Source: an optimization exercise on an open RTL-to-GDS flow (aim: small area, a short achievable clock period and few clock cycles per item). Production flows keep margins and buffers that such runs may drop.
Only simulation tests tie the RTL to the original design; equivalence was not proved.

Setup of before:
## mmm
module mmm #(
   parameter integer N = 256
) (
   input wire clk,
   input wire rn,
   input wire start,
   input wire [N-1:0] a,
   input wire [N-1:0] b,
   input wire [N-1:0] n,
   output wire ready,
   output wire [N-1:0] y
);
For scale: ~120000 sq um of cells after synthesis.
export LEC_CHECK = 0
export CAP_MARGIN = 20
export CORE_MARGIN = 2
export CORE_UTILIZATION = 45
export SETUP_SLACK_MARGIN = 5
export SLEW_MARGIN = 20
export SYNTH_HIERARCHICAL = 1
create_clock -name core_clock -period 12.0 [get_ports {clk}]
standard.sh (not shown) runs the stock make flow with config.mk's settings and CLKGATE_MAP_FILE= SYNTH_SCRIPT=/design/flow/synth_recipe.tcl, a recipe that flattens the netlist after the stock synthesis.
==> flow/flow/run.sh <==
#!/bin/bash
# The standard layout (its SDC, config and settings) with two changes:
# the timing repair steps aim at 7.8 ns of setup slack instead of config.mk's
# margin, and the port buffers are buf_1 cells.
set -euo pipefail
bash standard.sh SETUP_SLACK_MARGIN=7.8 "BUFFER_PORTS_ARGS=-buffer_cell sky130_fd_sc_hd__buf_1" finish > standard.log 2>&1
Testbench counts of before, summed over its fixed seeds: cycles 18,456, items 256.
Modified inputs, after compared to before
--- a/flow/design.v
+++ b/flow/design.v
@@ -1,55 +1,52 @@
 module mmm_control #(
    parameter integer STEPS = 65,
    parameter integer F = 4
 ) (
    input wire clk,
    input wire rn,
    input wire start,
    output wire iter,
    output wire fin,
-   output wire sel,
+   output wire last,
    output wire [2:0] fcnt,
    output wire ready
 );
 localparam integer CNT_SIZE = $clog2(STEPS);
 reg [CNT_SIZE-1:0] cnt;
 reg i_iter;
 reg i_fin;
-reg i_sel;
 reg i_ready;
 wire done_iter = i_iter & (cnt == (STEPS-1));
 wire done_fin = i_fin & (cnt[2:0] == F);
 always @(posedge clk, negedge rn) begin
    if (!rn) cnt <= 0;
    else if (start | done_iter) cnt <= 0;
    else cnt <= cnt + 1;
 end
 assign fcnt = cnt[2:0];
 always @(posedge clk, negedge rn) begin
    if (!rn) begin
       i_iter <= 1'b0;
       i_fin <= 1'b0;
-      i_sel <= 1'b0;
       i_ready <= 1'b0;
    end else begin
       i_iter <= start | (i_iter & ~done_iter);
       i_fin <= ~start & (done_iter | (i_fin & ~done_fin));
-      i_sel <= ~start & done_fin;
-      i_ready <= ~start & i_sel;
+      i_ready <= ~start & done_fin;
    end
 end
 assign iter = i_iter;
 assign fin = i_fin;
-assign sel = i_sel;
+assign last = done_fin;
 assign ready = i_ready;
 endmodule
 module mmm_iteration #(
    parameter integer N = 32
 ) (
    input wire [3:0] a,
    input wire first,
    input wire [N-1:0] b,
    input wire [N-1:0] n,
    input wire [3:1] nq,
    input wire [N+4:0] s_ps,
    input wire [N+4:0] c_ps,
@@ -249,25 +246,26 @@
       7'd115: d = 6'b001101;
       7'd116: d = 6'b001000;
       7'd117: d = 6'b001001;
       7'd118: d = 6'b001010;
       7'd119: d = 6'b010101;
       7'd120: d = 6'b010000;
       7'd121: d = 6'b010001;
       7'd122: d = 6'b010010;
       7'd123: d = 6'b101101;
       7'd124: d = 6'b101000;
       7'd125: d = 6'b101001;
       7'd126: d = 6'b101010;
-      7'd127: d = 6'b000101;      default: d = 6'd0;
+      7'd127: d = 6'b000101;
+      default: d = 6'd0;
    endcase
 end
 endmodule
 module mmm_csa #(
    parameter integer W = 8
 ) (
    input wire [W-1:0] x,
    input wire [W-1:0] y,
    input wire [W-1:0] z,
    output wire [W-1:0] s,
    output wire [W-1:0] c
 );
@@ -285,25 +283,25 @@
    input wire [N-1:0] n,
    output wire ready,
    output wire [N-1:0] y
 );
 localparam integer K = 4;                     
 localparam integer F = 4;                     
 localparam integer W = 66;                    
 localparam integer SW = W * F;                
 localparam integer PW = N + 5;                
 localparam [SW-1:0] NEG_CB = 264'hff5555555555555555555555555555555555555555555555555555555555555556;
 wire iter;
 wire fin;
-wire sel;
+wire last;
 wire [2:0] fcnt;
 reg [N-1:0] a_reg;
 reg [K-1:0] ad_reg;    
 reg [SW-1:0] b_reg;
 reg [3:1] nq_reg;
 reg [W-1:0] nc_reg;
 reg [SW-1:0] s_reg;
 reg [SW-1:0] c_reg;
 reg first;     
 reg yt_reg;    
 reg ct_reg;    
 reg c1_reg;    
@@ -311,25 +309,25 @@
 wire [PW-1:0] s_ns;
 wire [PW-1:0] c_ns;
 wire ca_ns;
 mmm_control #(
    .STEPS(N/K+1),
    .F(F)
 ) u_ctrl (
    .clk(clk),
    .rn(rn),
    .start(start),
    .iter(iter),
    .fin(fin),
-   .sel(sel),
+   .last(last),
    .fcnt(fcnt),
    .ready(ready)
 );
 mmm_iteration #(
    .N(N)
 ) u_it (
    .a(ad_reg),
    .first(first),
    .b(b_reg[N-1:0]),
    .n(n),
    .nq(nq_reg),
    .s_ps(s_reg[PW-1:0]),
@@ -369,34 +367,36 @@
    if (fin) begin
       yt_reg <= y0[W-1];
       ct_reg <= t_c[W];
       c1_reg <= (fcnt == 3'd0) | d1_c[W];
       c2_reg <= (fcnt != 3'd0) & d2_c[W];
    end else begin
       yt_reg <= iter & ca_ns;
       ct_reg <= 1'b0;
       c1_reg <= 1'b1;
       c2_reg <= 1'b0;
    end
 end
-wire [N-1:0] result = s_reg[SW-1] ? b_reg[N-1:0] : (c_reg[SW-1] ? s_reg[N-1:0] : c_reg[N-1:0]);
+wire [SW-1:0] d1_fin = {d1_c[W-1:0], c_reg[SW-1:W]};
+wire [SW-1:0] d2_fin = {d2_c[W-1:0], b_reg[SW-1:W]};
+wire [N-1:0] result = s_reg[SW-1] ? d2_fin[N-1:0] : (d1_fin[SW-1] ? s_reg[N-1:0] : d1_fin[N-1:0]);
 always @(posedge clk) begin
    if (start) a_reg <= a;
-   else if (sel) a_reg <= result;
+   else if (last) a_reg <= result;
    else a_reg <= a_reg >> K;
 end
 always @(posedge clk) begin
    if (start) ad_reg <= a[K-1:0];
    else ad_reg <= a_reg[2*K-1:K];
 end
 always @(posedge clk) begin
    if (start) b_reg <= {{(SW-N){1'b0}}, b};
    else if (fin) b_reg <= {d2_c[W-1:0], b_reg[SW-1:W]};
 end
-wire [SW-1:0] s_alt = t_on ? {t_c[W-1:0], s_reg[SW-1:W]} : (fin ? s_reg : {SW{1'b0}});
+wire [SW-1:0] s_alt = t_on ? {t_c[W-1:0], s_reg[SW-1:W]} : {SW{1'b0}};
 wire [SW-1:0] c_alt = fin ? {d1_c[W-1:0], c_reg[SW-1:W]} : {SW{1'b0}};
 always @(posedge clk) begin
    s_reg <= iter ? {{(SW-PW){1'b0}}, s_ns} : s_alt;
    c_reg <= iter ? {{(SW-PW){1'b0}}, c_ns} : c_alt;
 end
 assign y = a_reg;
 endmodule
Results
- Routed wire length, after vs before: down by a few percent
- after does better than before on post-synth design cell area.
- Re clock skew: before and after aren't equal, and the lower value belongs to after.
- Met1 usage: before and after compared, higher one is before
- Looking at inverter count of the layout excluding clock inverters, after sits below before.
- Hold slack for after is higher than for before.
- Per the comparison of after with before, final weighted congestion in routability-driven placement +0.0093; horizontal extent of the die -2.0%; overall via count from detail_route -2665.
Testbench counts of after, summed over its fixed seeds: cycles 18,200, items 256.

afterwards: timing with drivers on the ports:
In the flow no input, the clock included, has a driving cell. The finished layouts below were timed again as built, in two steps.
Step 1 sets driving cells, clkbuf_16 on the clock port and buf_2 on the other inputs (assumed; they add their load-dependent delay and slew).
Step 2 adds t to the input delays and takes it off the output delays; t is the mean of the earliest and latest rising clock arrival at the registers after step 1. Input paths then give back, and output paths get back, about the clock's delay inside the block.
Three values: ideal, step 1, step 2; two values: the first two.
run	t (ns)	setup slack, ns	slew at the worst register clock pin (ns)
before	0.934	7.392 / 7.392 / 7.027	0.07 / 0.07
after	0.964	7.548 / 7.548 / 6.848	0.07 / 0.07
After both steps every run listed still meets setup and hold. For after, which loses most, drivers alone change the setup slack by 0.000 ns; drivers and shift together by -0.700 ns.
